Source: an optimization exercise on an open RTL-to-GDS flow (aim: small area). Production flows keep margins and buffers that such runs may drop.
In this exercise RTL edits were held to simulation tests only and were not proved equivalent to the original.
No activity file was given, so power comes from the tool's default toggle rates.

==> branch onyx: inputs <==
==> flow/design.v <==
module debounce_key (
    input  clk, rst, x,
    output rise,           
    output rise_next       
);
  localparam [6:0] EQ1 = 7'b0001111, EQ = 7'b1001111, D100 = 7'b1000111;
  reg q0, q1, prev;
  reg [6:0] s;
  wire e     = q1 ^ prev;
  wire eqt   = (s[5:0] == EQ1[5:0]);
  wire eq1   = eqt & ~s[6];
  wire [6:0] stp = {s[5:0], s[6] ^ s[5] ^ eq1};
  always @(posedge clk) begin
    if (rst) begin q0 <= 1'b0; q1 <= 1'b0; prev <= 1'b0; end
    else     begin q0 <= x;    q1 <= q0;   prev <= q1;   end
  end
  always @(posedge clk) begin
    if (rst)            s <= EQ;
    else if (e == eqt)  s <= stp;
    else                s <= EQ;
  end
  assign rise      = eq1 & prev;
  assign rise_next = (s == D100) & ~e & prev;
endmodule
module debounce_sw (
    input  clk, rst, x,
    output edg
);
  localparam [6:0] EQ1 = 7'b0001111, EQ = 7'b1001111;
  reg q0, q1, prev;
  reg [6:0] s;
  reg was;
  wire e     = q1 ^ prev;
  wire eqt   = (s[5:0] == EQ1[5:0]);
  wire eq1   = eqt & ~s[6];
  wire [6:0] stp = {s[5:0], s[6] ^ s[5] ^ eq1};
  always @(posedge clk) begin
    if (rst) begin q0 <= 1'b0; q1 <= 1'b0; prev <= 1'b0; end
    else     begin q0 <= x;    q1 <= q0;   prev <= q1;   end
  end
  always @(posedge clk) begin
    if (rst)            s <= EQ;
    else if (e == eqt)  s <= stp;
    else                s <= EQ;
    was <= eq1;
  end
  assign edg = was;
endmodule
module seven_seg (
    input      [3:0]  bcd,
    output     [6:0]  segments
);
    localparam [15:0] TT0 = 16'b1111110000010010;
    localparam [15:0] TT1 = 16'b1111110001100000;
    localparam [15:0] TT2 = 16'b1111110000000100;
    localparam [15:0] TT3 = 16'b1111110010010010;
    localparam [15:0] TT4 = 16'b1111111010111010;
    localparam [15:0] TT5 = 16'b1111110010001110;
    localparam [15:0] TT6 = 16'b1111110010000011;
    assign segments[0] = TT0[bcd];
    assign segments[1] = TT1[bcd];
    assign segments[2] = TT2[bcd];
    assign segments[3] = TT3[bcd];
    assign segments[4] = TT4[bcd];
    assign segments[5] = TT5[bcd];
    assign segments[6] = TT6[bcd];
endmodule
module top_level #(
	parameter MAX_MS=2047,
	parameter CLKS_PER_MS=4,
	parameter DEBOUNCE_COUNTS=100
)(
	input 	CLOCK2_50,
	input   rst,
	input	[3:0]  KEY,
	input   [17:0] SW,
	output	[17:0] LEDR,
	output 	[6:0]  HEX0,
	output 	[6:0]  HEX1,
	output 	[6:0]  HEX2,
	output 	[6:0]  HEX3,
	output	[6:0]  HEX4
);
  wire clk = CLOCK2_50;
  wire [17:0] sw_edge;
  genvar gi;
  generate
    for (gi = 0; gi < 18; gi = gi + 1) begin : dsw
      debounce_sw u (.clk(clk), .rst(rst), .x(SW[gi]), .edg(sw_edge[gi]));
    end
  endgenerate
  wire restart, lp_now, lp_next, unused_next0;
  debounce_key d_key0 (.clk(clk), .rst(rst), .x(KEY[0]), .rise(restart), .rise_next(unused_next0));
  debounce_key d_key1 (.clk(clk), .rst(rst), .x(KEY[1]), .rise(lp_now), .rise_next(lp_next));
  reg [1:0] level;
  reg lp_d1, lp_d2;             
  always @(posedge clk) begin
    if (rst) level <= 2'd0;
    else     level <= level + {1'b0, lp_now};
    lp_d1 <= lp_now;
    lp_d2 <= lp_d1;
  end
  localparam [2:0] S_OFF = 3'd0, S_OFF1 = 3'd1, S_R1 = 3'd2, S_ON1 = 3'd3,
                   S_ON2 = 3'd4, S_ON = 3'd5, S_R0 = 3'd6;
  reg [2:0] ms;
  reg [1:0] ct;                 
  reg [10:0] mt;                
  reg [10:1] L;                 
  wire z      = (mt == 11'd1748);    
  wire off_t  = (ms == S_OFF) | (ms == S_OFF1);
  wire on_t   = (ms == S_ON1) | (ms == S_ON2) | (ms == S_ON);
  wire cnt_en = (off_t | on_t) & ~z;
  wire load   = (ms == S_R0) | (ms == S_R1);
  wire [1:0] lvl2 = level - {1'b0, lp_d1 | lp_d2};    
  wire [10:0] a = {1'b0, L} + 11'd600;
  reg  [10:0] loadval;
  always @* begin
    case (lvl2)
      2'd0: loadval = a;
      2'd1: loadval = {1'b0, a[9:1]};
      2'd2: loadval = {2'b0, a[9:2]};
      default: loadval = {3'b0, a[9:3]};
    endcase
  end
  always @(posedge clk) begin
    if (rst) begin
      ms <= S_OFF; ct <= 2'd3; mt <= 11'd1749;
    end else begin
      case (ms)
        S_OFF, S_OFF1: ms <= z ? S_R1 : S_OFF;
        S_R1:          ms <= S_ON1;
        S_ON1:         ms <= z ? S_R0 : S_ON2;
        S_ON2, S_ON:   ms <= z ? S_R0 : S_ON;
        default:       ms <= S_OFF1;
      endcase
      if (cnt_en) ct <= ct + 2'd1;
      if (load) mt <= loadval;
      else if (cnt_en & (ct == 2'd3)) mt <= mt - 11'd1;
    end
  end
  always @(posedge clk) begin
    if (rst) L <= 10'd120;
    else     L <= {L[9:1], L[10] ^ L[7]};
  end
  wire tb_b = L[1] ^ L[3] ^ L[6] ^ L[7] ^ L[8];
  wire tb_f = L[1] ^ L[4] ^ L[6] ^ L[10];
  reg [3:0] r15, r11;
  reg [2:0] r7;
  wire [3:0] n15, n11;
  wire [2:0] n7;
  localparam [63:0] T15_0 = 64'h655555198aaaaa66;
  localparam [63:0] T15_1 = 64'h4a5a5a52d0f0f0b4;
  localparam [63:0] T15_2 = 64'h836c936c13cc33c8;
  localparam [63:0] T15_3 = 64'hcfb3204cdf3300cc;
  assign n15[0] = T15_0[{r15, tb_b, tb_f}];
  assign n15[1] = T15_1[{r15, tb_b, tb_f}];
  assign n15[2] = T15_2[{r15, tb_b, tb_f}];
  assign n15[3] = T15_3[{r15, tb_b, tb_f}];
  localparam [63:0] T11_0 = 64'h6666299999466662;
  localparam [63:0] T11_1 = 64'h4b4b42d2d294b4b4;
  localparam [63:0] T11_2 = 64'h4fb000df2004fb00;
  localparam [63:0] T11_3 = 64'hb0004f2000db0004;
  assign n11[0] = T11_0[{r11, tb_b, tb_f}];
  assign n11[1] = T11_1[{r11, tb_b, tb_f}];
  assign n11[2] = T11_2[{r11, tb_b, tb_f}];
  assign n11[3] = T11_3[{r11, tb_b, tb_f}];
  localparam [31:0] T7_0 = 32'h65518aa6;
  localparam [31:0] T7_1 = 32'h86961c38;
  localparam [31:0] T7_2 = 32'hcb24d30c;
  assign n7[0] = T7_0[{r7, tb_b, tb_f}];
  assign n7[1] = T7_1[{r7, tb_b, tb_f}];
  assign n7[2] = T7_2[{r7, tb_b, tb_f}];
  always @(posedge clk) begin
    if (rst) begin r15 <= 4'd2; r11 <= 4'd2; r7 <= 3'd2; end
    else begin r15 <= n15; r11 <= n11; r7 <= n7; end
  end
  function [3:0] conds(input [3:0] x15, input [3:0] x11, input [2:0] x7);
    conds = {(x15 == 4'd1) | (x15 == 4'd4) | (x15 == 4'd7) | (x15 == 4'd10) | (x15 == 4'd13),
             x7 == 3'd3, x11 == 4'd9, x15 == 4'd10};
  endfunction
  wire [3:0] cnd_r  = conds(r15, r11, r7);
  wire [3:0] cnd_rn = conds(n15, n11, n7);
  wire lv_inc = (off_t & (lp_now | lp_next)) | ((ms == S_R1) & lp_now);
  wire lv_dec = (ms == S_ON2) & lp_d1;
  wire [1:0] lvT = level + {lv_dec, lv_dec | lv_inc};
  wire cr  = cnd_r[lvT];
  wire crn = cnd_rn[lvT];
  reg n0, n1, n2;
  always @(posedge clk) begin
    if (off_t & z) n0 <= cr;
    if (ms == S_R1) begin n1 <= cr; n2 <= crn; end
  end
  wire wr_1014 = off_t & (mt == 11'd2002) & (ct == 2'd3);
  reg [3:0] far_8;
  reg [3:0] far_17;
  wire wr_947 = off_t & (mt == 11'd1985) & (ct == 2'd2);
  reg [3:0] far_2;
  reg [3:0] far_5;
  wire wr_945 = off_t & (mt == 11'd1984) & (ct == 2'd0);
  reg [3:0] far_11;
  wire wr_870 = off_t & (mt == 11'd1966) & (ct == 2'd3);
  reg [3:0] far_4;
  reg [3:0] far_9;
  wire wr_793 = off_t & (mt == 11'd1946) & (ct == 2'd0);
  reg [3:0] far_14;
  wire wr_716 = off_t & (mt == 11'd1927) & (ct == 2'd1);
  reg [3:0] far_16;
  wire wr_699 = off_t & (mt == 11'd1923) & (ct == 2'd2);
  reg [3:0] far_10;
  wire wr_406 = off_t & (mt == 11'd1850) & (ct == 2'd3);
  reg [3:0] far_12;
  wire wr_68 = off_t & (mt == 11'd1765) & (ct == 2'd1);
  reg [3:0] far_6;
  reg [3:0] far_13;
  always @(posedge clk) begin
    if (rst) far_8[0] <= 1'b0;
    else if (wr_1014) far_8[0] <= cnd_r[0];
    if (wr_1014) far_8[3:1] <= cnd_r[3:1];
    if (rst) far_17[0] <= 1'b0;
    else if (wr_1014) far_17[0] <= cnd_rn[0];
    if (wr_1014) far_17[3:1] <= cnd_rn[3:1];
    if (rst) far_2[0] <= 1'b0;
    else if (wr_947) far_2[0] <= cnd_r[0];
    if (wr_947) far_2[3:1] <= cnd_r[3:1];
    if (rst) far_5[0] <= 1'b0;
    else if (wr_947) far_5[0] <= cnd_rn[0];
    if (wr_947) far_5[3:1] <= cnd_rn[3:1];
    if (rst) far_11[0] <= 1'b0;
    else if (wr_945) far_11[0] <= cnd_r[0];
    if (wr_945) far_11[3:1] <= cnd_r[3:1];
    if (rst) far_4[0] <= 1'b0;
    else if (wr_870) far_4[0] <= cnd_r[0];
    if (wr_870) far_4[3:1] <= cnd_r[3:1];
    if (rst) far_9[0] <= 1'b1;
    else if (wr_870) far_9[0] <= cnd_rn[0];
    if (wr_870) far_9[3:1] <= cnd_rn[3:1];
    if (rst) far_14[0] <= 1'b0;
    else if (wr_793) far_14[0] <= cnd_r[0];
    if (wr_793) far_14[3:1] <= cnd_r[3:1];
    if (rst) far_16[0] <= 1'b0;
    else if (wr_716) far_16[0] <= cnd_r[0];
    if (wr_716) far_16[3:1] <= cnd_r[3:1];
    if (rst) far_10[0] <= 1'b0;
    else if (wr_699) far_10[0] <= cnd_r[0];
    if (wr_699) far_10[3:1] <= cnd_r[3:1];
    if (rst) far_12[0] <= 1'b0;
    else if (wr_406) far_12[0] <= cnd_r[0];
    if (wr_406) far_12[3:1] <= cnd_r[3:1];
    if (rst) far_6[0] <= 1'b0;
    else if (wr_68) far_6[0] <= cnd_r[0];
    if (wr_68) far_6[3:1] <= cnd_r[3:1];
    if (rst) far_13[0] <= 1'b0;
    else if (wr_68) far_13[0] <= cnd_rn[0];
    if (wr_68) far_13[3:1] <= cnd_rn[3:1];
  end
  wire [17:0] pat;
  assign pat[2] = far_2[lvT];
  assign pat[4] = far_4[lvT];
  assign pat[5] = far_5[lvT];
  assign pat[6] = far_6[lvT];
  assign pat[8] = far_8[lvT];
  assign pat[9] = far_9[lvT];
  assign pat[10] = far_10[lvT];
  assign pat[11] = far_11[lvT];
  assign pat[12] = far_12[lvT];
  assign pat[13] = far_13[lvT];
  assign pat[14] = far_14[lvT];
  assign pat[16] = far_16[lvT];
  assign pat[17] = far_17[lvT];
  assign pat[0] = n0;
  assign pat[1] = n1;
  assign pat[3] = n2;
  assign pat[7] = cr;
  assign pat[15] = crn;
  reg [17:0] ledr;
  reg point;
  wire [17:0] hit = sw_edge & ledr;
  always @(posedge clk) begin
    if (rst) begin
      ledr <= 18'd0; point <= 1'b0;
    end else begin
      if (ms == S_ON2)       ledr <= pat;
      else if (ms == S_OFF1) ledr <= 18'd0;
      else                   ledr <= ledr & ~hit;
      point <= |hit;
    end
  end
  assign LEDR = ledr;
  reg [3:0] s0, s1, s2;
  reg [1:0] s3;
  wire wrap = (s3 == 2'd2) & (s2 == 4'd0) & (s1 == 4'd4) & (s0 == 4'd7);
  always @(posedge clk) begin
    if (rst | restart | (point & wrap)) begin
      s0 <= 4'd0; s1 <= 4'd0; s2 <= 4'd0; s3 <= 2'd0;
    end else if (point) begin
      if (s0 != 4'd9) s0 <= s0 + 4'd1;
      else begin
        s0 <= 4'd0;
        if (s1 != 4'd9) s1 <= s1 + 4'd1;
        else begin
          s1 <= 4'd0;
          if (s2 != 4'd9) s2 <= s2 + 4'd1;
          else begin
            s2 <= 4'd0;
            s3 <= s3 + 2'd1;
          end
        end
      end
    end
  end
  reg [4:0] ph;
  reg [13:0] samp;
  reg [13:0] dig;
  always @(posedge clk) begin
    if (rst) ph <= 5'd0;
    else     ph <= (ph == 5'd23) ? 5'd0 : ph + 5'd1;
    if (ph == 5'd0) samp <= {s3, s2, s1, s0};
    if (rst) dig <= 14'd0;
    else if (ph == 5'd23) dig <= samp;
  end
  seven_seg u_hex0 (.bcd(dig[3:0]),            .segments(HEX0));
  seven_seg u_hex1 (.bcd(dig[7:4]),            .segments(HEX1));
  seven_seg u_hex2 (.bcd(dig[11:8]),           .segments(HEX2));
  seven_seg u_hex3 (.bcd({2'b00, dig[13:12]}), .segments(HEX3));
  seven_seg u_hex4 (.bcd({2'b00, level}),      .segments(HEX4));
endmodule
==> flow/run.sh <==
#!/bin/bash
# synth_recipe.tcl (not shown) runs the flow's synth.tcl, then flattens the netlist and writes it again
# the make line also repeats each setting of config.mk as NAME=value (left out here)
make -C /OpenROAD-flow-scripts/flow DESIGN_CONFIG=/design/flow/config.mk WORK_HOME=/design/flow/orfs CLKGATE_MAP_FILE= SYNTH_SCRIPT=/design/flow/synth_recipe.tcl finish
==> flow/config.mk <==
export PLATFORM = sky130hd
export DESIGN_NAME = top_level
export DESIGN_NICKNAME = top_level
export VERILOG_FILES = /design/flow/design.v
export SDC_FILE = /design/flow/constraint.sdc
export NUM_CORES = 4
export LEC_CHECK = 0
export CAP_MARGIN = 20
export CORE_MARGIN = 2
export CORE_UTILIZATION = 40
export PLACE_DENSITY = 0.6
export SLEW_MARGIN = 20
==> flow/constraint.sdc <==
create_clock -name core_clock -period 20.0 [get_ports {CLOCK2_50}]
set_input_delay 4.0000 -clock core_clock [delete_from_list [all_inputs] [get_ports {CLOCK2_50}]]
set_output_delay 4.0000 -clock core_clock [all_outputs]
set_load 0.01 [all_outputs]
==> inputs of branch garnet, as changes to branch onyx <==
CAP_MARGIN = 0   (was 20)
CORE_UTILIZATION = 60   (was 40)
CTS_BUF_LIST = sky130_fd_sc_hd__clkbuf_4   (was default)
CTS_CLUSTER_SIZE = 20   (was default)
PLACE_DENSITY = 0.7   (was 0.6)
SLEW_MARGIN = 0   (was 20)
==> summary.txt <==
	branch garnet	branch onyx
Outcome	timing/DRC/antenna clean	timing/DRC/antenna clean
Number of cells in the finished layout apart from fillers	2059	2151
Internal power	1320 uW	1430 uW
Register-to-Register Setup Slack	16080 ps	15880 ps
Average detailed-routed wire length per instance	14.6 um	14.2 um
Placed Area	0.0164 mm2	0.0166 mm2
Largest stage delay, worst path	780 ps	800 ps
Post-route met1 wirelength	14100 um	14300 um
Met3 routing resource usage after global routing	5.93%	3.85%
Placeable core region	0.0253 mm2	0.0385 mm2
Wire length of the first global-routing pass	49800 um	51500 um
Core utilization of the finished layout	69.4%	46.6%
Vias in the first global route	10500	10400

==> what the ideal ports hide <==
Ports are ideal in the flow. The routed layouts listed here were re-timed in OpenROAD.
Step 1, drivers: a clkbuf_16 drives CLOCK2_50 and a buf_2 each remaining input, both assumed.
Step 2 times the ports against the registers' clock, not the clock port: input delays grow and output delays shrink by t, the midpoint of the rising clock arrivals with the driver on.
Three values: no drivers, after step 1, after step 2; two values: the first two.
| run | shift t [ns] | setup WS [ns] | worst hold slack (ns) |
|---|---|---|---|
| branch onyx | 0.577 | 13.515 / 13.465 / 14.042 | 0.396 / 0.396 / 0.396 |
| branch garnet | 0.723 | 13.416 / 13.372 / 13.562 | 0.393 / 0.393 / 0.393 |
After both steps setup and hold are still met in every run listed.
